This is an optimization exercise on Yosys and OpenROAD, whose aim is small area, not a production implementation. Only simulation tests tie the RTL to the original design; equivalence was not proved.

--- flow/constraint.sdc ---
create_clock -name core_clock -period 7.0 [get_ports {clk}]
set_input_delay 1.4000 -clock core_clock [delete_from_list [all_inputs] [get_ports {clk}]]
set_output_delay 1.4000 -clock core_clock [all_outputs]
set_load 0.01 [all_outputs]
--- flow/flow/run.sh ---
#!/bin/bash
# The standard layout, with the port buffers made of the smallest buffer cell
# instead of the default clkdlybuf4s50_1. Every port still gets its buffer.
export BUFFER_PORTS_ARGS="-buffer_cell sky130_fd_sc_hd__buf_1"
bash standard.sh > standard.log 2>&1
--- flow/standard.sh ---
#!/bin/bash
# synth_recipe.tcl (not shown) runs the flow's synth.tcl, then flattens the netlist and writes it again
# the make line also repeats each setting of config.mk as NAME=value (left out here)
make -C /OpenROAD-flow-scripts/flow DESIGN_CONFIG=/design/flow/config.mk WORK_HOME=/design/flow/orfs CLKGATE_MAP_FILE= SYNTH_SCRIPT=/design/flow/synth_recipe.tcl "${@:-finish}"
--- flow/config.mk ---
export PLATFORM = sky130hd
export DESIGN_NAME = cordic_vectoring_top
export DESIGN_NICKNAME = cordic_vectoring_top
export VERILOG_FILES = /design/flow/design.v
export SDC_FILE = /design/flow/constraint.sdc
export NUM_CORES = 4
export LEC_CHECK = 0
export ABC_AREA = 1
export CAP_MARGIN = 20
export CORE_MARGIN = 2
export CORE_UTILIZATION = 60
export CTS_CLUSTER_DIAMETER = 80
export CTS_CLUSTER_SIZE = 40
export PLACE_DENSITY = 0.75
export SETUP_SLACK_MARGIN = -0.1
export SLEW_MARGIN = 20
--- flow/design.v ---
`timescale 1ns / 1ps
module cordic_vectoring_top #(parameter data_width=16,cordic_steps=16,angle_width=20)(
    input clk,
    input nreset,
    input enable,
    input signed [data_width-1:0] x_vec_in,
    input signed [data_width-1:0] y_vec_in,
    output wire signed [data_width-1:0] x_vec_out,
    output [cordic_steps-1:0] micro_rotation,
    output signed [angle_width-1:0] angle,
    output done
    );
    wire sx0 = x_vec_in[15], sy0 = y_vec_in[15];
    wire [15:0] ux = x_vec_in ^ {16{sx0}};
    wire [15:0] uy = y_vec_in ^ {16{sy0}};
    wire [15:0] ax = ux + {15'd0, sx0};
    wire [15:0] x_1, y_1;
    cv_add_bk #(16) a0x (.a(ax), .b(uy), .ci(sy0), .s(x_1));
    wire [15:0] axm = ax - {15'd0, sy0};
    cv_add_bk #(16) a0y (.a(uy), .b(~axm), .ci(1'b1), .s(y_1));
    wire n_1 = y_1[15];
    wire [14:0] z_1 = y_1[14:0] ^ {15{n_1}};
    wire [1:0] q_1 = {sx0, sx0 ^ sy0};    
    wire v_1 = nreset & enable;
    wire [15:0] m_1 = 16'd1;
    reg [15:0] xr_1; reg [14:0] zr_1; reg nr_1; reg [1:0] qr_1; reg vr_1;
    always @(posedge clk) begin
        xr_1 <= x_1; zr_1 <= z_1; nr_1 <= n_1; qr_1 <= q_1;
        vr_1 <= nreset & v_1;
    end
    wire [15:0] x_2;
    wire signed [15:0] xs_2 = $signed(xr_1) >>> 1;
    wire [15:0] w_2;
    cv_add_bk #(16) ax_2 (.a(xr_1), .b({2'd0, zr_1[14:1]}), .ci(nr_1), .s(x_2));
    cv_add_sk #(16) aw_2 (.a({1'b0, zr_1}), .b(~xs_2), .ci(1'b1), .s(w_2));
    wire n_2 = nr_1 ^ w_2[15];
    wire [14:0] z_2 = w_2[14:0] ^ {15{w_2[15]}};
    wire [15:0] m_2 = 16'd1 | {14'd0, ~nr_1, 1'd0};
    wire [1:0] q_2 = qr_1;
    wire v_2 = vr_1;
    wire [15:0] x_3;
    wire signed [15:0] xs_3 = $signed(x_2) >>> 2;
    wire [15:0] w_3;
    cv_add_bk #(16) ax_3 (.a(x_2), .b({3'd0, z_2[14:2]}), .ci(n_2), .s(x_3));
    cv_add_sk #(16) aw_3 (.a({1'b0, z_2}), .b(~xs_3), .ci(1'b1), .s(w_3));
    wire n_3 = n_2 ^ w_3[15];
    wire [14:0] z_3 = w_3[14:0] ^ {15{w_3[15]}};
    wire [15:0] m_3 = m_2 | {13'd0, ~n_2, 2'd0};
    wire [1:0] q_3 = q_2;
    wire v_3 = v_2;
    wire [15:0] x_4;
    wire signed [15:0] xs_4 = $signed(x_3) >>> 3;
    wire [15:0] w_4;
    cv_add_bk #(16) ax_4 (.a(x_3), .b({4'd0, z_3[14:3]}), .ci(n_3), .s(x_4));
    cv_add_sk #(16) aw_4 (.a({1'b0, z_3}), .b(~xs_4), .ci(1'b1), .s(w_4));
    wire n_4 = n_3 ^ w_4[15];
    wire [14:0] z_4 = w_4[14:0] ^ {15{w_4[15]}};
    wire [15:0] m_4 = m_3 | {12'd0, ~n_3, 3'd0};
    wire [1:0] q_4 = q_3;
    wire v_4 = v_3;
    reg [15:0] xr_4; reg [14:0] zr_4; reg nr_4; reg [1:0] qr_4; reg vr_4;
    reg [3:1] mr_4;
    always @(posedge clk) begin
        xr_4 <= x_4; zr_4 <= z_4; nr_4 <= n_4; qr_4 <= q_4;
        mr_4 <= m_4[3:1];
        vr_4 <= nreset & v_4;
    end
    wire [15:0] x_5;
    wire signed [15:0] xs_5 = $signed(xr_4) >>> 4;
    wire [15:0] w_5;
    cv_add_bk #(16) ax_5 (.a(xr_4), .b({5'd0, zr_4[14:4]}), .ci(nr_4), .s(x_5));
    cv_add_sk #(16) aw_5 (.a({1'b0, zr_4}), .b(~xs_5), .ci(1'b1), .s(w_5));
    wire n_5 = nr_4 ^ w_5[15];
    wire [14:0] z_5 = w_5[14:0] ^ {15{w_5[15]}};
    wire [15:0] m_5 = {12'd0, mr_4, 1'b1} | {11'd0, ~nr_4, 4'd0};
    wire [1:0] q_5 = qr_4;
    wire v_5 = vr_4;
    wire [15:0] x_6;
    wire signed [15:0] xs_6 = $signed(x_5) >>> 5;
    wire [15:0] w_6;
    cv_add_bk #(16) ax_6 (.a(x_5), .b({6'd0, z_5[14:5]}), .ci(n_5), .s(x_6));
    cv_add_sk #(16) aw_6 (.a({1'b0, z_5}), .b(~xs_6), .ci(1'b1), .s(w_6));
    wire n_6 = n_5 ^ w_6[15];
    wire [14:0] z_6 = w_6[14:0] ^ {15{w_6[15]}};
    wire [15:0] m_6 = m_5 | {10'd0, ~n_5, 5'd0};
    wire [1:0] q_6 = q_5;
    wire v_6 = v_5;
    wire [15:0] x_7;
    wire signed [15:0] xs_7 = $signed(x_6) >>> 6;
    wire [15:0] w_7;
    cv_add_bk #(16) ax_7 (.a(x_6), .b({7'd0, z_6[14:6]}), .ci(n_6), .s(x_7));
    cv_add_sk #(16) aw_7 (.a({1'b0, z_6}), .b(~xs_7), .ci(1'b1), .s(w_7));
    wire n_7 = n_6 ^ w_7[15];
    wire [14:0] z_7 = w_7[14:0] ^ {15{w_7[15]}};
    wire [15:0] m_7 = m_6 | {9'd0, ~n_6, 6'd0};
    wire [1:0] q_7 = q_6;
    wire v_7 = v_6;
    reg [15:0] xr_7; reg [14:0] zr_7; reg nr_7; reg [1:0] qr_7; reg vr_7;
    reg [6:1] mr_7;
    always @(posedge clk) begin
        xr_7 <= x_7; zr_7 <= z_7; nr_7 <= n_7; qr_7 <= q_7;
        mr_7 <= m_7[6:1];
        vr_7 <= nreset & v_7;
    end
    wire [15:0] x_8;
    wire signed [15:0] xs_8 = $signed(xr_7) >>> 7;
    wire [15:0] w_8;
    cv_add_bk #(16) ax_8 (.a(xr_7), .b({8'd0, zr_7[14:7]}), .ci(nr_7), .s(x_8));
    cv_add_sk #(16) aw_8 (.a({1'b0, zr_7}), .b(~xs_8), .ci(1'b1), .s(w_8));
    wire n_8 = nr_7 ^ w_8[15];
    wire [14:0] z_8 = w_8[14:0] ^ {15{w_8[15]}};
    wire [15:0] m_8 = {9'd0, mr_7, 1'b1} | {8'd0, ~nr_7, 7'd0};
    wire [1:0] q_8 = qr_7;
    wire v_8 = vr_7;
    wire [15:0] x_9;
    wire signed [15:0] xs_9 = $signed(x_8) >>> 8;
    wire [15:0] w_9;
    cv_add_bk #(16) ax_9 (.a(x_8), .b({9'd0, z_8[14:8]}), .ci(n_8), .s(x_9));
    cv_add_sk #(16) aw_9 (.a({1'b0, z_8}), .b(~xs_9), .ci(1'b1), .s(w_9));
    wire n_9 = n_8 ^ w_9[15];
    wire [14:0] z_9 = w_9[14:0] ^ {15{w_9[15]}};
    wire [15:0] m_9 = m_8 | {7'd0, ~n_8, 8'd0};
    wire [1:0] q_9 = q_8;
    wire v_9 = v_8;
    wire [15:0] x_10;
    wire signed [15:0] xs_10 = $signed(x_9) >>> 9;
    wire [15:0] w_10;
    cv_add_bk #(16) ax_10 (.a(x_9), .b({10'd0, z_9[14:9]}), .ci(n_9), .s(x_10));
    cv_add_sk #(16) aw_10 (.a({1'b0, z_9}), .b(~xs_10), .ci(1'b1), .s(w_10));
    wire n_10 = n_9 ^ w_10[15];
    wire [14:0] z_10 = w_10[14:0] ^ {15{w_10[15]}};
    wire [15:0] m_10 = m_9 | {6'd0, ~n_9, 9'd0};
    wire [1:0] q_10 = q_9;
    wire v_10 = v_9;
    reg [15:0] xr_10; reg [14:0] zr_10; reg nr_10; reg [1:0] qr_10; reg vr_10;
    reg [9:1] mr_10;
    always @(posedge clk) begin
        xr_10 <= x_10; zr_10 <= z_10; nr_10 <= n_10; qr_10 <= q_10;
        mr_10 <= m_10[9:1];
        vr_10 <= nreset & v_10;
    end
    wire [15:0] x_11;
    wire signed [15:0] xs_11 = $signed(xr_10) >>> 10;
    wire [15:0] w_11;
    cv_add_bk #(16) ax_11 (.a(xr_10), .b({11'd0, zr_10[14:10]}), .ci(nr_10), .s(x_11));
    cv_add_sk #(16) aw_11 (.a({1'b0, zr_10}), .b(~xs_11), .ci(1'b1), .s(w_11));
    wire n_11 = nr_10 ^ w_11[15];
    wire [14:0] z_11 = w_11[14:0] ^ {15{w_11[15]}};
    wire [15:0] m_11 = {6'd0, mr_10, 1'b1} | {5'd0, ~nr_10, 10'd0};
    wire [1:0] q_11 = qr_10;
    wire v_11 = vr_10;
    wire [15:0] x_12;
    wire signed [15:0] xs_12 = $signed(x_11) >>> 11;
    wire [15:0] w_12;
    cv_add_bk #(16) ax_12 (.a(x_11), .b({12'd0, z_11[14:11]}), .ci(n_11), .s(x_12));
    cv_add_sk #(16) aw_12 (.a({1'b0, z_11}), .b(~xs_12), .ci(1'b1), .s(w_12));
    wire n_12 = n_11 ^ w_12[15];
    wire [14:0] z_12 = w_12[14:0] ^ {15{w_12[15]}};
    wire [15:0] m_12 = m_11 | {4'd0, ~n_11, 11'd0};
    wire [1:0] q_12 = q_11;
    wire v_12 = v_11;
    wire [15:0] x_13;
    wire signed [15:0] xs_13 = $signed(x_12) >>> 12;
    wire [15:0] w_13;
    cv_add_bk #(16) ax_13 (.a(x_12), .b({13'd0, z_12[14:12]}), .ci(n_12), .s(x_13));
    cv_add_sk #(16) aw_13 (.a({1'b0, z_12}), .b(~xs_13), .ci(1'b1), .s(w_13));
    wire n_13 = n_12 ^ w_13[15];
    wire [14:0] z_13 = w_13[14:0] ^ {15{w_13[15]}};
    wire [15:0] m_13 = m_12 | {3'd0, ~n_12, 12'd0};
    wire [1:0] q_13 = q_12;
    wire v_13 = v_12;
    reg [15:0] xr_13; reg [14:0] zr_13; reg nr_13; reg [1:0] qr_13; reg vr_13;
    reg [12:1] mr_13;
    always @(posedge clk) begin
        xr_13 <= x_13; zr_13 <= z_13; nr_13 <= n_13; qr_13 <= q_13;
        mr_13 <= m_13[12:1];
        vr_13 <= nreset & v_13;
    end
    wire [15:0] x_14;
    wire signed [15:0] xs_14 = $signed(xr_13) >>> 13;
    wire [15:0] w_14;
    cv_add_bk #(16) ax_14 (.a(xr_13), .b({14'd0, zr_13[14:13]}), .ci(nr_13), .s(x_14));
    cv_add_sk #(16) aw_14 (.a({1'b0, zr_13}), .b(~xs_14), .ci(1'b1), .s(w_14));
    wire n_14 = nr_13 ^ w_14[15];
    wire [14:0] z_14 = w_14[14:0] ^ {15{w_14[15]}};
    wire [15:0] m_14 = {3'd0, mr_13, 1'b1} | {2'd0, ~nr_13, 13'd0};
    wire [1:0] q_14 = qr_13;
    wire v_14 = vr_13;
    wire [15:0] x_15;
    wire signed [15:0] xs_15 = $signed(x_14) >>> 14;
    wire [15:0] w_15;
    cv_add_bk #(16) ax_15 (.a(x_14), .b({15'd0, z_14[14:14]}), .ci(n_14), .s(x_15));
    cv_add_sk #(16) aw_15 (.a({1'b0, z_14}), .b(~xs_15), .ci(1'b1), .s(w_15));
    wire n_15 = n_14 ^ w_15[15];
    wire [14:0] z_15 = w_15[14:0] ^ {15{w_15[15]}};
    wire [15:0] m_15 = m_14 | {1'd0, ~n_14, 14'd0};
    wire [1:0] q_15 = q_14;
    wire v_15 = v_14;
    wire [15:0] x_16;
    assign x_16 = x_15 + {15'd0, n_15};
    wire [15:0] m_16 = m_15 | {~n_15, 15'd0};
    wire [1:0] q_16 = q_15;
    wire v_16 = v_15;
    reg [15:0] xr_16, mr_16; reg [1:0] qr_16; reg vr_16;
    always @(posedge clk) begin xr_16 <= x_16; mr_16 <= {m_16[15:14], m_16[13:1] ^ {13{q_16[0]}}, 1'b1}; qr_16 <= q_16; vr_16 <= nreset & v_16; end
    assign micro_rotation = {mr_16[15:14], mr_16[13:1] ^ {13{qr_16[0]}}, 1'b1};
    assign done = vr_16;
    wire mt_s0 = xr_16[0] ^ xr_16[2];
    wire mt_c0 = xr_16[0] & xr_16[2];
    wire mt_s1 = xr_16[1] ^ xr_16[3] ^ ~xr_16[6];
    wire mt_c1 = (xr_16[1] & xr_16[3]) | (xr_16[1] & ~xr_16[6]) | (xr_16[3] & ~xr_16[6]);
    wire mt_s2 = xr_16[2] ^ xr_16[4] ^ ~xr_16[7];
    wire mt_c2 = (xr_16[2] & xr_16[4]) | (xr_16[2] & ~xr_16[7]) | (xr_16[4] & ~xr_16[7]);
    wire mt_s3 = xr_16[3] ^ xr_16[5] ^ ~xr_16[8];
    wire mt_c3 = (xr_16[3] & xr_16[5]) | (xr_16[3] & ~xr_16[8]) | (xr_16[5] & ~xr_16[8]);
    wire mt_s4 = xr_16[4] ^ xr_16[6] ^ ~xr_16[9];
    wire mt_c4 = (xr_16[4] & xr_16[6]) | (xr_16[4] & ~xr_16[9]) | (xr_16[6] & ~xr_16[9]);
    wire mt_s5 = xr_16[5] ^ xr_16[7] ^ ~xr_16[10];
    wire mt_c5 = (xr_16[5] & xr_16[7]) | (xr_16[5] & ~xr_16[10]) | (xr_16[7] & ~xr_16[10]);
    wire mt_s6 = xr_16[6] ^ xr_16[8] ^ ~xr_16[11];
    wire mt_c6 = (xr_16[6] & xr_16[8]) | (xr_16[6] & ~xr_16[11]) | (xr_16[8] & ~xr_16[11]);
    wire mt_s7 = xr_16[7] ^ xr_16[9] ^ ~xr_16[12];
    wire mt_c7 = (xr_16[7] & xr_16[9]) | (xr_16[7] & ~xr_16[12]) | (xr_16[9] & ~xr_16[12]);
    wire mt_s8 = xr_16[8] ^ xr_16[10] ^ ~xr_16[13];
    wire mt_c8 = (xr_16[8] & xr_16[10]) | (xr_16[8] & ~xr_16[13]) | (xr_16[10] & ~xr_16[13]);
    wire mt_s9 = xr_16[9] ^ xr_16[11] ^ ~xr_16[14];
    wire mt_c9 = (xr_16[9] & xr_16[11]) | (xr_16[9] & ~xr_16[14]) | (xr_16[11] & ~xr_16[14]);
    wire mt_s10 = xr_16[10] ^ xr_16[12] ^ ~xr_16[15];
    wire mt_c10 = (xr_16[10] & xr_16[12]) | (xr_16[10] & ~xr_16[15]) | (xr_16[12] & ~xr_16[15]);
    wire mt_s11 = ~xr_16[0] ^ ~xr_16[2];
    wire mt_c11 = ~xr_16[0] & ~xr_16[2];
    wire mt_s12 = ~xr_16[1] ^ ~xr_16[3];
    wire mt_c12 = ~xr_16[1] & ~xr_16[3];
    wire mt_s13 = ~xr_16[2] ^ ~xr_16[4];
    wire mt_c13 = ~xr_16[2] & ~xr_16[4];
    wire mt_s14 = xr_16[0] ^ ~xr_16[3] ^ ~xr_16[5];
    wire mt_c14 = (xr_16[0] & ~xr_16[3]) | (xr_16[0] & ~xr_16[5]) | (~xr_16[3] & ~xr_16[5]);
    wire mt_s15 = xr_16[1] ^ ~xr_16[4] ^ ~xr_16[6];
    wire mt_c15 = (xr_16[1] & ~xr_16[4]) | (xr_16[1] & ~xr_16[6]) | (~xr_16[4] & ~xr_16[6]);
    wire mt_s16 = mt_s0 ^ ~xr_16[5] ^ ~xr_16[7];
    wire mt_c16 = (mt_s0 & ~xr_16[5]) | (mt_s0 & ~xr_16[7]) | (~xr_16[5] & ~xr_16[7]);
    wire mt_s17 = mt_c0 ^ mt_s1 ^ ~xr_16[8];
    wire mt_c17 = (mt_c0 & mt_s1) | (mt_c0 & ~xr_16[8]) | (mt_s1 & ~xr_16[8]);
    wire mt_s18 = mt_c1 ^ mt_s2 ^ ~xr_16[9];
    wire mt_c18 = (mt_c1 & mt_s2) | (mt_c1 & ~xr_16[9]) | (mt_s2 & ~xr_16[9]);
    wire mt_s19 = mt_c2 ^ mt_s3 ^ ~xr_16[10];
    wire mt_c19 = (mt_c2 & mt_s3) | (mt_c2 & ~xr_16[10]) | (mt_s3 & ~xr_16[10]);
    wire mt_s20 = mt_c3 ^ mt_s4 ^ ~xr_16[11];
    wire mt_c20 = (mt_c3 & mt_s4) | (mt_c3 & ~xr_16[11]) | (mt_s4 & ~xr_16[11]);
    wire mt_s21 = mt_c4 ^ mt_s5 ^ ~xr_16[12];
    wire mt_c21 = (mt_c4 & mt_s5) | (mt_c4 & ~xr_16[12]) | (mt_s5 & ~xr_16[12]);
    wire mt_s22 = mt_c5 ^ mt_s6 ^ ~xr_16[13];
    wire mt_c22 = (mt_c5 & mt_s6) | (mt_c5 & ~xr_16[13]) | (mt_s6 & ~xr_16[13]);
    wire mt_s23 = mt_c6 ^ mt_s7 ^ ~xr_16[14];
    wire mt_c23 = (mt_c6 & mt_s7) | (mt_c6 & ~xr_16[14]) | (mt_s7 & ~xr_16[14]);
    wire mt_s24 = mt_c7 ^ mt_s8 ^ ~xr_16[15];
    wire mt_c24 = (mt_c7 & mt_s8) | (mt_c7 & ~xr_16[15]) | (mt_s8 & ~xr_16[15]);
    wire mt_s25 = mt_c8 ^ mt_s9 ^ 1'b1;
    wire mt_c25 = (mt_c8 & mt_s9) | (mt_c8 & 1'b1) | (mt_s9 & 1'b1);
    wire mt_s26 = mt_c9 ^ mt_s10 ^ 1'b1;
    wire mt_c26 = (mt_c9 & mt_s10) | (mt_c9 & 1'b1) | (mt_s10 & 1'b1);
    wire mt_s27 = mt_c10 ^ xr_16[11] ^ xr_16[13];
    wire mt_c27 = (mt_c10 & xr_16[11]) | (mt_c10 & xr_16[13]) | (xr_16[11] & xr_16[13]);
    wire mt_s28 = xr_16[12] ^ xr_16[14] ^ 1'b1;
    wire mt_c28 = (xr_16[12] & xr_16[14]) | (xr_16[12] & 1'b1) | (xr_16[14] & 1'b1);
    wire mt_s29 = xr_16[13] ^ xr_16[15] ^ 1'b1;
    wire mt_c29 = (xr_16[13] & xr_16[15]) | (xr_16[13] & 1'b1) | (xr_16[15] & 1'b1);
    wire mt_s30 = xr_16[14] ^ 1'b1;
    wire mt_c30 = xr_16[14] & 1'b1;
    wire mt_s31 = xr_16[15] ^ 1'b1;
    wire mt_c31 = xr_16[15] & 1'b1;
    wire [23:0] mp_a = {mt_c31, mt_c30, mt_c29, mt_c28, mt_c27, mt_c26, mt_c25, mt_c24, mt_c23, mt_c22, mt_c21, mt_c20, mt_c19, mt_c18, mt_c17, mt_c16, mt_c15, mt_c14, mt_c13, mt_c12, mt_c11, mt_s11, ~xr_16[1], ~xr_16[0]};
    wire [23:0] mp_b = {1'b1, mt_s31, mt_s30, mt_s29, mt_s28, mt_s27, mt_s26, mt_s25, mt_s24, mt_s23, mt_s22, mt_s21, mt_s20, mt_s19, mt_s18, mt_s17, mt_s16, mt_s15, mt_s14, mt_s13, mt_s12, 1'b1, 1'b0, 1'b1};
    wire [23:0] mp_r;
    cv_add_bk #(24) mp_add (.a(mp_a), .b(mp_b), .ci(1'b0), .s(mp_r));
    assign x_vec_out = mp_r[23:8];
    wire neg = qr_16[0];
    wire [13:1] mq = mr_16[13:1];
    reg [19:0] kq;
    always @* case (qr_16) 2'd0: kq = 20'hff8ff; 2'd1: kq = 20'hfb8ff; 2'd2: kq = 20'hf78ff; default: kq = 20'h038ff; endcase
    wire at_s32 = mq[2] ^ mq[3] ^ mq[4];
    wire at_c32 = (mq[2] & mq[3]) | (mq[2] & mq[4]) | (mq[3] & mq[4]);
    wire at_s33 = mq[2] ^ mq[4];
    wire at_c33 = mq[2] & mq[4];
    wire at_s34 = at_s32 ^ mq[5] ^ mq[7];
    wire at_c34 = (at_s32 & mq[5]) | (at_s32 & mq[7]) | (mq[5] & mq[7]);
    wire at_s35 = at_c32 ^ at_s33 ^ mq[6];
    wire at_c35 = (at_c32 & at_s33) | (at_c32 & mq[6]) | (at_s33 & mq[6]);
    wire at_s36 = mq[10] ^ mq[12];
    wire at_c36 = mq[10] & mq[12];
    wire at_s37 = at_c33 ^ mq[1] ^ mq[5];
    wire at_c37 = (at_c33 & mq[1]) | (at_c33 & mq[5]) | (mq[1] & mq[5]);
    wire at_s38 = mq[9] ^ mq[11] ^ 1'b1;
    wire at_c38 = (mq[9] & mq[11]) | (mq[9] & 1'b1) | (mq[11] & 1'b1);
    wire at_s39 = mq[2] ^ mq[4] ^ mq[8];
    wire at_c39 = (mq[2] & mq[4]) | (mq[2] & mq[8]) | (mq[4] & mq[8]);
    wire at_s40 = mq[10] ^ 1'b1;
    wire at_c40 = mq[10] & 1'b1;
    wire at_s41 = mq[2] ^ mq[3] ^ mq[7];
    wire at_c41 = (mq[2] & mq[3]) | (mq[2] & mq[7]) | (mq[3] & mq[7]);
    wire at_s42 = mq[9] ^ 1'b1;
    wire at_c42 = mq[9] & 1'b1;
    wire at_s43 = mq[1] ^ mq[2] ^ mq[6];
    wire at_c43 = (mq[1] & mq[2]) | (mq[1] & mq[6]) | (mq[2] & mq[6]);
    wire at_s44 = mq[8] ^ 1'b1;
    wire at_c44 = mq[8] & 1'b1;
    wire at_s45 = mq[1] ^ mq[2] ^ mq[5];
    wire at_c45 = (mq[1] & mq[2]) | (mq[1] & mq[5]) | (mq[2] & mq[5]);
    wire at_s46 = mq[7] ^ 1'b1;
    wire at_c46 = mq[7] & 1'b1;
    wire at_s47 = mq[1] ^ mq[2] ^ mq[4];
    wire at_c47 = (mq[1] & mq[2]) | (mq[1] & mq[4]) | (mq[2] & mq[4]);
    wire at_s48 = at_s34 ^ mq[11];
    wire at_c48 = at_s34 & mq[11];
    wire at_s49 = at_c34 ^ at_s35 ^ at_s36;
    wire at_c49 = (at_c34 & at_s35) | (at_c34 & at_s36) | (at_s35 & at_s36);
    wire at_s50 = at_c35 ^ at_c36 ^ at_s37;
    wire at_c50 = (at_c35 & at_c36) | (at_c35 & at_s37) | (at_c36 & at_s37);
    wire at_s51 = at_c37 ^ at_c38 ^ at_s39;
    wire at_c51 = (at_c37 & at_c38) | (at_c37 & at_s39) | (at_c38 & at_s39);
    wire at_s52 = at_c39 ^ at_c40 ^ at_s41;
    wire at_c52 = (at_c39 & at_c40) | (at_c39 & at_s41) | (at_c40 & at_s41);
    wire at_s53 = at_c41 ^ at_c42 ^ at_s43;
    wire at_c53 = (at_c41 & at_c42) | (at_c41 & at_s43) | (at_c42 & at_s43);
    wire at_s54 = at_c43 ^ at_c44 ^ at_s45;
    wire at_c54 = (at_c43 & at_c44) | (at_c43 & at_s45) | (at_c44 & at_s45);
    wire at_s55 = at_c45 ^ at_c46 ^ at_s47;
    wire at_c55 = (at_c45 & at_c46) | (at_c45 & at_s47) | (at_c46 & at_s47);
    wire at_s56 = at_c47 ^ mq[2] ^ mq[3];
    wire at_c56 = (at_c47 & mq[2]) | (at_c47 & mq[3]) | (mq[2] & mq[3]);
    wire at_s57 = at_s48 ^ mq[13];
    wire at_c57 = at_s48 & mq[13];
    wire at_s58 = at_c48 ^ at_s49 ^ 1'b1;
    wire at_c58 = (at_c48 & at_s49) | (at_c48 & 1'b1) | (at_s49 & 1'b1);
    wire at_s59 = at_c49 ^ at_s50 ^ at_s38;
    wire at_c59 = (at_c49 & at_s50) | (at_c49 & at_s38) | (at_s50 & at_s38);
    wire at_s60 = at_c50 ^ at_s51 ^ at_s40;
    wire at_c60 = (at_c50 & at_s51) | (at_c50 & at_s40) | (at_s51 & at_s40);
    wire at_s61 = at_c51 ^ at_s52 ^ at_s42;
    wire at_c61 = (at_c51 & at_s52) | (at_c51 & at_s42) | (at_s52 & at_s42);
    wire at_s62 = at_c52 ^ at_s53 ^ at_s44;
    wire at_c62 = (at_c52 & at_s53) | (at_c52 & at_s44) | (at_s53 & at_s44);
    wire at_s63 = at_c53 ^ at_s54 ^ at_s46;
    wire at_c63 = (at_c53 & at_s54) | (at_c53 & at_s46) | (at_s54 & at_s46);
    wire at_s64 = at_c54 ^ at_s55 ^ mq[6];
    wire at_c64 = (at_c54 & at_s55) | (at_c54 & mq[6]) | (at_s55 & mq[6]);
    wire at_s65 = at_c55 ^ at_s56 ^ mq[5];
    wire at_c65 = (at_c55 & at_s56) | (at_c55 & mq[5]) | (at_s56 & mq[5]);
    wire at_s66 = at_c56 ^ mq[1] ^ mq[4];
    wire at_c66 = (at_c56 & mq[1]) | (at_c56 & mq[4]) | (mq[1] & mq[4]);
    wire at_s67 = mq[3] ^ 1'b1;
    wire at_c67 = mq[3] & 1'b1;
    wire at_s68 = mq[2] ^ 1'b1;
    wire at_c68 = mq[2] & 1'b1;
    wire at_s69 = mq[1] ^ 1'b1;
    wire at_c69 = mq[1] & 1'b1;
    wire [19:0] ap_a = {kq[19], kq[18], kq[17], kq[16], kq[15], at_c69, at_c68, at_c67, at_c66, at_c65, at_c64, at_c63, at_c62, at_c61, at_c60, at_c59, at_c58, at_c57, at_s57, 1'b1};
    wire [19:0] ap_b = {1'b0, 1'b0, 1'b0, 1'b0, 1'b0, kq[14], at_s69, at_s68, at_s67, at_s66, at_s65, at_s64, at_s63, at_s62, at_s61, at_s60, at_s59, at_s58, 1'b1, 1'b0};
    wire [19:0] ap_r;
    cv_add_bk #(20) ap_add (.a(ap_a), .b(ap_b), .ci(1'b0), .s(ap_r));
    assign angle = ap_r;
endmodule
module cv_add_bk #(parameter W=16) (input [W-1:0] a, input [W-1:0] b, input ci, output [W-1:0] s);
    reg [W-1:0] p, g, pp, gg;
    integer i, j;
    always @* begin
        p = a ^ b;
        g = a & b;
        gg = g; pp = p;
        gg[0] = g[0] | (p[0] & ci);
        for (i = 1; (1 << i) <= W; i = i + 1)
            for (j = (1 << i) - 1; j < W; j = j + (1 << i)) begin
                gg[j] = gg[j] | pp[j] & gg[j - (1 << (i-1))];
                pp[j] = pp[j] & pp[j - (1 << (i-1))];
            end
        for (i = 5; i > 0; i = i - 1)
            for (j = (1 << i) + (1 << (i-1)) - 1; j < W; j = j + (1 << i)) begin
                gg[j] = gg[j] | pp[j] & gg[j - (1 << (i-1))];
                pp[j] = pp[j] & pp[j - (1 << (i-1))];
            end
    end
    assign s = p ^ {gg[W-2:0], ci};
endmodule
module cv_add_sk #(parameter W=16) (input [W-1:0] a, input [W-1:0] b, input ci, output [W-1:0] s);
    reg [W-1:0] p, g, pp, gg;
    integer i, j;
    always @* begin
        p = a ^ b;
        g = a & b;
        gg = g; pp = p;
        gg[0] = g[0] | (p[0] & ci);
        for (i = 0; (1 << i) < W; i = i + 1)
            for (j = 0; j < W; j = j + 1)
                if (j & (1 << i)) begin
                    gg[j] = gg[j] | pp[j] & gg[((j >> i) << i) - 1];
                    pp[j] = pp[j] & pp[((j >> i) << i) - 1];
                end
    end
    assign s = p ^ {gg[W-2:0], ci};
endmodule
==> results by group, run 1 <==
GRT
  • First-pass GRT wire length: 92,300 µm
  • Gr ovfl total: 0
  • Largest net degree at the start of global routing: 34
  • Number of global-route vias before repair: 20,600
  • Initial antenna violation count: 0
  • GR Util All Layers: 0.250

Outcome
  • Outcome: finished clean

Yosys
  • Mapped cell area: 25,700 µm²
  • Most common cell in the synthesized netlist: inv_1
  • Dominant synthesized flop cell: dfxtp_1
  • Share of the yosys chip area belonging to registers: 0.187
  • Cells after Synth: 3,000
  • Synth async-reset ratio: 0
  • Yosys top cell by area: ha_1
  • Post-synth EDFFs: 0
  • Post-synth top area share: 0.197
  • FF+latch count, synth: roughly 240
  • Largest cells by area after synthesis: ha_1 20%, dfxtp_1 19%, fa_1 16%, xor2_1 12%, inv_1 8.5%
  • Top post-synthesis cells by count: 578 x inv_1, 448 x nand2_1, 404 x ha_1
  • Yosys warns: 5
  • Yosys cell types: 48
  • Avg Cell Area, Syn: 8.55 µm²

Clocking
  • CTS clk-pin slew, worst paths: 0.11 ns
  • Max clock buf depth: 3
  • H-tree depth: 1
  • Skew-Pair Late Insertion Delay: 0.53 ns
  • CTS tree: yes
  • Sink Count: between 200 and 250
  • Num CTS Buffers: 17
  • Clock Tree Root: clkbuf_16

STA
  • Fin Setup TNS: 0 ns
  • Hold slack: about 0.29 ns
  • Slew headroom: 0.463
  • Final Cycle Share: 0.974
  • Worst Max-Slew Pin Slew: 0.804 ns
  • Final hold vios: 0
  • Max Clk Rate: 147 MHz
  • Pins Over Slew Limit: 0
  • Post-layout min period: 6.82 ns
  • Final WS setup: 0.183 ns
  • Final Skew: 0.0481 ns
  • Final setup fails: 0

Place
  • Setup Slack @ Placement: -0.130 ns
  • Placed Area: 27,600 µm²
  • Post-DP HPWL: 46,700 µm
  • # port buffers: 85
  • GP Congestion: 0.901

Setup path
  • Buf+Inv Stages, Crit Path: 6
  • CP Max Fanout: 4
  • CP startpoint kind: flip-flop
  • Setup crit end kind: flip-flop
  • Critical Path RT: 7.39 ns
  • Critical path arrival: 7.20 ns
  • Crit Path Category: reg -> reg
  • CP dominant cell by count: nand2_1
  • CP top delay family: simple AND/OR/NAND/NOR gates
  • Slowest-stage cell, CP: fa_1
  • Slowest Stage Delay on Critical Path: 0.41 ns
  • Register-to-register setup slack: between 0.15 and 0.2 ns

Layout
  • Layout cells sized above 1: 0.120
  • Post-layout instance area: 29,100 µm²
  • Diodes inserted: 0
  • P&R area growth vs syn: 13.4%
  • Nets: ~3,900

Job
  • MaxCap Viol Count: 0

Route
  • Drt wl/cell: 14.6 µm
  • Remaining DRCs: 0
  • Drt via density: 5.18
  • Via count: 19,700
  • Antenna viol nets, final: 0
  • Initial DRC count: between 700 and 800
  • Iteration count of the initial detailed-routing pass: 5
  • Total Wirelength: roughly 56,000 µm

Worst hold path
  • Worst hold path type: reg -> reg

Die
  • Initial Util: 0.610
  • Full die area: approximately 44,000 µm²
  • Die Ht: 211 µm
  • # IOs: 88
  • Core ar.: 42,000 µm²
  • Die width: 211 µm
  • # rows: 75
==> cell usage in the layout (no fill, tap or decap), types with 7 or more instances in the layout <==
cell type / count
a21oi_1: 118
nand3_2: 9
o21bai_1: 17
inv_1: 570
a21o_1: 23
nor3_1: 20
dfxtp_1: 232
inv_2: 8
o21ai_0: 23
or2_2: 16
dfxtp_2: 7
buf_4: 157
a211oi_1: 7
fa_2: 16
nand2_1: 415
a21oi_2: 21
buf_1: 85
xor2_1: 345
xor2_2: 21
ha_1: 400
nor2_1: 91
clkbuf_16: 18
nand4_1: 14
nand2_4: 8
fa_1: 183
xnor2_1: 151
nand3_1: 122
nand2_2: 40
==> metrics by stage <==
stage	instances	util
floorplan	3001	-
CTS	3767	0.672
finish	3794	0.692
detailed placement	3737	0.655
global placement	3737	0.655
global route	3794	0.692
==> kinds of logic after synthesis <==
group	share of synthesized area
DFF	0.187
AOI/OAI and AO/OA	0.0582
xor gates and xnor gates	0.180
buffers and inverters	0.0912
and+or+nand+nor	0.132
adders and majority gates	0.352
other	0.000146
==> layer usage <==
layer / vias up / GRT usage / share of wire
met5: - / 0 / 0
met4: 0 / 0.0845 / 0.033
met3: 122 / 0.0241 / 0.031
met2: 315 / 0.474 / 0.53
met1: 9364 / 0.293 / 0.41
li1: 9856 / - / -
==> timing repair <==
action / 4_1_cts / 5_1_grt
gates cloned: 0 / 2
hold buffers: 0 / 0
endpoints found under the setup margin: 17 / 105
setup buffers: 0 / 25
pin swaps: 0 / 54
gates resized for setup: 5 / 164
==> cell type report <==
type,instances,area [µm²]
clock buffer,20,467
clock inverter,10,196
fill,3238,12900
inverter,578,2170
multi-input combinational,2158,19200
sequential,239,4790
tap,539,674
timing repair buffer,249,1610
timing repair inverter,1,7.51
==> state kept, by name, summed over array words and instances (netlist names), 9 cells and up <==
| signal | flops |
|---|---|
| xr_1 | 16 |
| xr_7 | 16 |
| xr_13 | 16 |
| mr_13 | 12 |
| xr_10 | 16 |
| zr_10 | 15 |
| zr_1 | 15 |
| zr_4 | 15 |
| xr_4 | 16 |
| xr_16 | 16 |
| mr_10 | 9 |
| mr_16 | 15 |
| zr_7 | 15 |
| zr_13 | 15 |
==> final timing paths <==
path	depth (start not counted)	end	from
setup reg to reg	47	nr_7$_DFF_P_	nr_4$_DFF_P_
hold reg to reg	0	mr_10[5]$_DFF_P_	mr_7[5]$_DFF_P_
hold / removal	0	mr_10[5]$_DFF_P_	mr_7[5]$_DFF_P_
setup / recovery	47	nr_7$_DFF_P_	nr_4$_DFF_P_
==> run 2, diff against run 1 <==
--- a/flow/config.mk
+++ b/flow/config.mk
@@ -8,9 +8,9 @@
 export ABC_AREA = 1
 export CAP_MARGIN = 20
 export CORE_MARGIN = 2
-export CORE_UTILIZATION = 60
-export CTS_CLUSTER_DIAMETER = 80
-export CTS_CLUSTER_SIZE = 40
-export PLACE_DENSITY = 0.75
+export CORE_UTILIZATION = 50
+export CTS_CLUSTER_DIAMETER = 100
+export CTS_CLUSTER_SIZE = 50
+export PLACE_DENSITY = 0.65
 export SETUP_SLACK_MARGIN = -0.1
 export SLEW_MARGIN = 20
==> run 2 against run 1 <==
- register-to-register slack better by 0.11 ns
- via count is 2.6% lower
- flip-flop and latch count is the same
- critical path depth fell by 30
- setup slack improved by 0.11 ns
- non-clock buffer count decreased by 17
- synthesized cell count is the same
- maximum frequency increased by 1.7%
- largest cell class unchanged
- final area shrank 0.28%
- routed wire length down 3.3%
==> results by group, run 2 <==
Layout
  • Layout cells sized above 1: 0.110 (-0.0106)
  • Post-layout instance area: 29,000 µm² (-0.28%)
  • Nets: 3,862 (-0.52%)
  • Area occupied by multi-input gates: 19,200 µm² (-0.12%)
  • Fillcell total: 4,544 (+40%)
  • P&R area growth vs syn: 13.1%
  • Most frequent cells in the layout: 571 x inv_1, 420 x nand2_1, 399 x ha_1, 349 x xor2_1, 228 x dfxtp_1
  • Fin cells: 3,912 (+3.1%)
  • Commonest non-fill, non-tap cell in the layout: inv_1
  • Register area: 4800 µm² (+0.16%)
  • Diodes inserted: 0 (unchanged)

Die
  • Core ar.: 51,000 µm² (+21%)
  • Die width: 231 µm (+9.4%)
  • # IOs: 88 (unchanged)
  • Initial Util: 0.503 (-0.107)
  • # rows: 83 (+11%)
  • Die Ht: 231 µm (+9.4%)
  • Full die area: 53,100 µm² (+20%)

Route
  • Total Wirelength: 53,700 µm (-3.3%)
  • Drt wl/cell: 13.7 µm (-6.2%)
  • Initial DRC count: 531 (-27%)
  • Antenna viol nets, final: 0 (unchanged)
  • Iteration count of the initial detailed-routing pass: 5 (unchanged)
  • Drt via density: 4.89 (-5.6%)
  • Remaining DRCs: 0 (unchanged)
  • Via count: 19,100 (-2.6%)

GRT
  • Number of global-route vias before repair: 19,900 (-3.2%)
  • Initial antenna violation count: 0 (unchanged)
  • Largest net degree at the start of global routing: 36 (+5.9%)
  • First-pass GRT wire length: 90,200 µm (-2.3%)
  • GR Util All Layers: 0.202 (-0.0477)
  • Gr ovfl total: 0 (unchanged)

Yosys
  • Avg Cell Area, Syn: 8.55 µm² (unchanged)
  • Largest family of logic cells by synthesized area: adder cells
  • Compound-Gate Fraction of Synth Area: 0.0582 (unchanged)
  • Yosys warns: 5 (unchanged)
  • Yosys top cell by area: ha_1
  • Mapped cell area: 25,700 µm² (unchanged)
  • Cells after Synth: 3,000 (unchanged)
  • Mux cell area share after synthesis: 0 (unchanged)
  • FF+latch count, synth: 239 (unchanged)
  • Simple-gate share of the synthesized area: 0.132 (unchanged)
  • Xor-xnor portion of the synthesized cell area: 0.180 (unchanged)
  • Most common cell in the synthesized netlist: inv_1
  • Share of the yosys chip area belonging to registers: 0.187 (unchanged)
  • Dominant synthesized flop cell: dfxtp_1
  • Largest cells by area after synthesis: ha_1 20%, dfxtp_1 19%, fa_1 16%, xor2_1 12%, inv_1 8.5%
  • Post-synth EDFFs: 0 (unchanged)
  • Yosys cell types: 48 (unchanged)
  • Area share of fa/ha/maj cells after synthesis: 0.352 (unchanged)
  • Top post-synthesis cells by count: 578 x inv_1, 448 x nand2_1, 404 x ha_1
  • Post-synth top area share: 0.197 (unchanged)
  • Synth async-reset ratio: 0 (unchanged)

STA
  • Slew headroom: 0.491 (+0.0273)
  • Final setup fails: 0 (unchanged)
  • Final hold vios: 0 (unchanged)
  • Post-layout min period: 6.70 ns (-0.113 ns)
  • Final Cycle Share: 0.958 (-0.0161)
  • Pins Over Slew Limit: 0 (unchanged)
  • Final Skew: 0.0283 ns (-0.0198 ns)
  • Max Clk Rate: 149 MHz (+1.7%)
  • Worst Max-Slew Pin Slew: 0.762 ns (-0.0417 ns)

Clocking
  • Num CTS Buffers: 15 (-2)
  • CTS clk-pin slew, worst paths: 0.12 ns (about the same)
  • CTS tree: yes
  • Sink Count: 239 (unchanged)
  • Skew-Pair Late Insertion Delay: 0.53 ns (about the same)
  • Clock Tree Root: clkbuf_16
  • Max clock buf depth: 3 (unchanged)
  • H-tree depth: 1 (unchanged)
  • # hold bufs at CTS: 0 (unchanged)

Setup path
  • CP Max Fanout: 5 (+1)
  • Crit Path Category: reg -> out
  • Slowest Stage Delay on Critical Path: 0.56 ns (+0.15 ns)
  • CP startpoint kind: flip-flop
  • Critical Path RT: 5.60 ns (-1.79 ns)
  • Setup crit end kind: primary output
  • Critical path arrival: 5.30 ns (-1.90 ns)
  • CP cell instances: fa_1, fa_1, inv_1, fa_1, fa_1, inv_1, ha_1, a21oi_1, o21ai_1, a21oi_1, o21bai_1, nand3_1, o21ai_1, inv_1, o31ai_1, fa_1, buf_1
  • CP dominant cell by count: fa_1
  • Slowest-stage cell, CP: fa_1

Place
  • # port buffers: 85 (unchanged)
  • Post-DP HPWL: 46,200 µm (-1.1%)
  • Dpl cells: 3,870 (+3.6%)
  • Placed Area: 27,700 µm² (+0.47%)
  • GP Congestion: 0.895 (-0.62%)

Outcome
  • Outcome: finished clean

Job
  • MaxCap Viol Count: 0 (unchanged)

Worst hold path
  • Worst hold path type: reg -> reg
-- run 2: cell types whose count changed in the layout (fill, tap and decap cells not counted), moves of 3 or more --
cell     before  now
nand2_1     415  420
xor2_1      345  349
a21oi_2      21   14
a21oi_1     118  124
nand2_2      40   33
dfxtp_1     232  228
dfxtp_2       7   10
buf_4       157  138
xor2_2       21   16
-- run 2: path summary, 6_finish.rpt --
path,endpoint,depth (start not counted),startpoint,slack (ns)
worst max register to register,nr_4$_DFF_P_,44,nr_1$_DFF_P_,0.30
worst max-delay path,angle[14],17,mr_16[3]$_DFF_P_,0.30
worst min register to register,mr_13[4]$_DFF_P_,0,mr_10[4]$_DFF_P_,0.33
worst min-delay path,mr_13[4]$_DFF_P_,0,mr_10[4]$_DFF_P_,0.33
-- run 2: metal layers --
layer	share of wire	GRT usage	vias up	wire length (µm)
met5	0	0	-	0
met2	0.53	0.391	189	28300
met1	0.43	0.237	9039	22900
met3	0.022	0.0167	85	1180
li1	-	-	9828	-
met4	0.026	0.0538	0	1390
-- run 2: kinds of logic (layout without fill, tap and decap cells) --
kind of cell / count (synthesis) / count (layout)
xor gates and xnor gates: 522 / 522
AOI/OAI and AO/OA: 257 / 257
buffers and inverters: 604 / 835
DFF: 239 / 239
and+or+nand+nor: 774 / 774
other: 1 / 2
adders and majority gates: 603 / 603
-- run 2: final cells by class --
type / count / area share
inverter: 578 / 0.0748
tap: 680 / 0.0293
multi-input combinational: 2158 / 0.660
timing repair buffer: 232 / 0.0516
clock buffer: 17 / 0.0135
clock inverter: 8 / 0.00509
sequential: 239 / 0.165
-- run 2: worst max-delay path: cells and delay by family, from the launching register on --
family / cells / cell delay, ns
adders and majority gates: 6 / 2.70
AOI/OAI and AO/OA: 6 / 1.17
DFF: 1 / 0.42
buffers and inverters: 4 / 0.34
and+or+nand+nor: 1 / 0.14
-- run 2: per-stage QoR --
| step | setup TNS, ns | hold slack (ns) | setup slack, ns | utilization |
|---|---|---|---|---|
| after detailed placement | -1.90 | 0.312 | -0.138 | 0.543 |
| after global placement | 0 | 0.311 | 0.0217 | 0.543 |
| after CTS | -0.923 | 0.328 | -0.0936 | 0.554 |
| after floorplan | -0.411 | 0.310 | -0.0454 | - |
| final | 0 | 0.331 | 0.296 | 0.569 |
| after global routing | -8.61 | 0.327 | -0.246 | 0.569 |
-- run 2: repair_timing --
action / 4_1_cts / 5_1_grt
setup buffers: 0 / 16
cloned: 0 / 1
pin swaps: 0 / 42
gates resized for setup: 5 / 158
endpoints found under the setup margin: 26 / 108

[what the ideal ports hide]
No port has a modelled driver above. Below, the same layouts with a new extraction and two added sets of constraints. Step 1 (the two cells are an assumption about what drives the block):
set clk [get_ports {clk}]
set_driving_cell -lib_cell sky130_fd_sc_hd__clkbuf_16 $clk
set_driving_cell -lib_cell sky130_fd_sc_hd__buf_2 [delete_from_list [all_inputs] $clk]
Step 2 also shifts input and output timing later by t, the mid clock arrival at the registers, as if the neighbouring blocks saw the same clock. Three values: no drivers, after step 1, after step 2; two values: the first two.
run	shift t [ns]	slack for setup (ns)	worst hold slack (ns)	slew at the worst register clock pin (ns)	cell pins on the clock port's net
run 1	0.570	0.183 / 0.156 / 0.183	0.295 / 0.295 / 0.295	0.11 / 0.11	1
run 2	0.575	0.296 / 0.236 / 0.296	0.331 / 0.331 / 0.331	0.12 / 0.12	1
After both steps setup and hold are still met in every run listed.
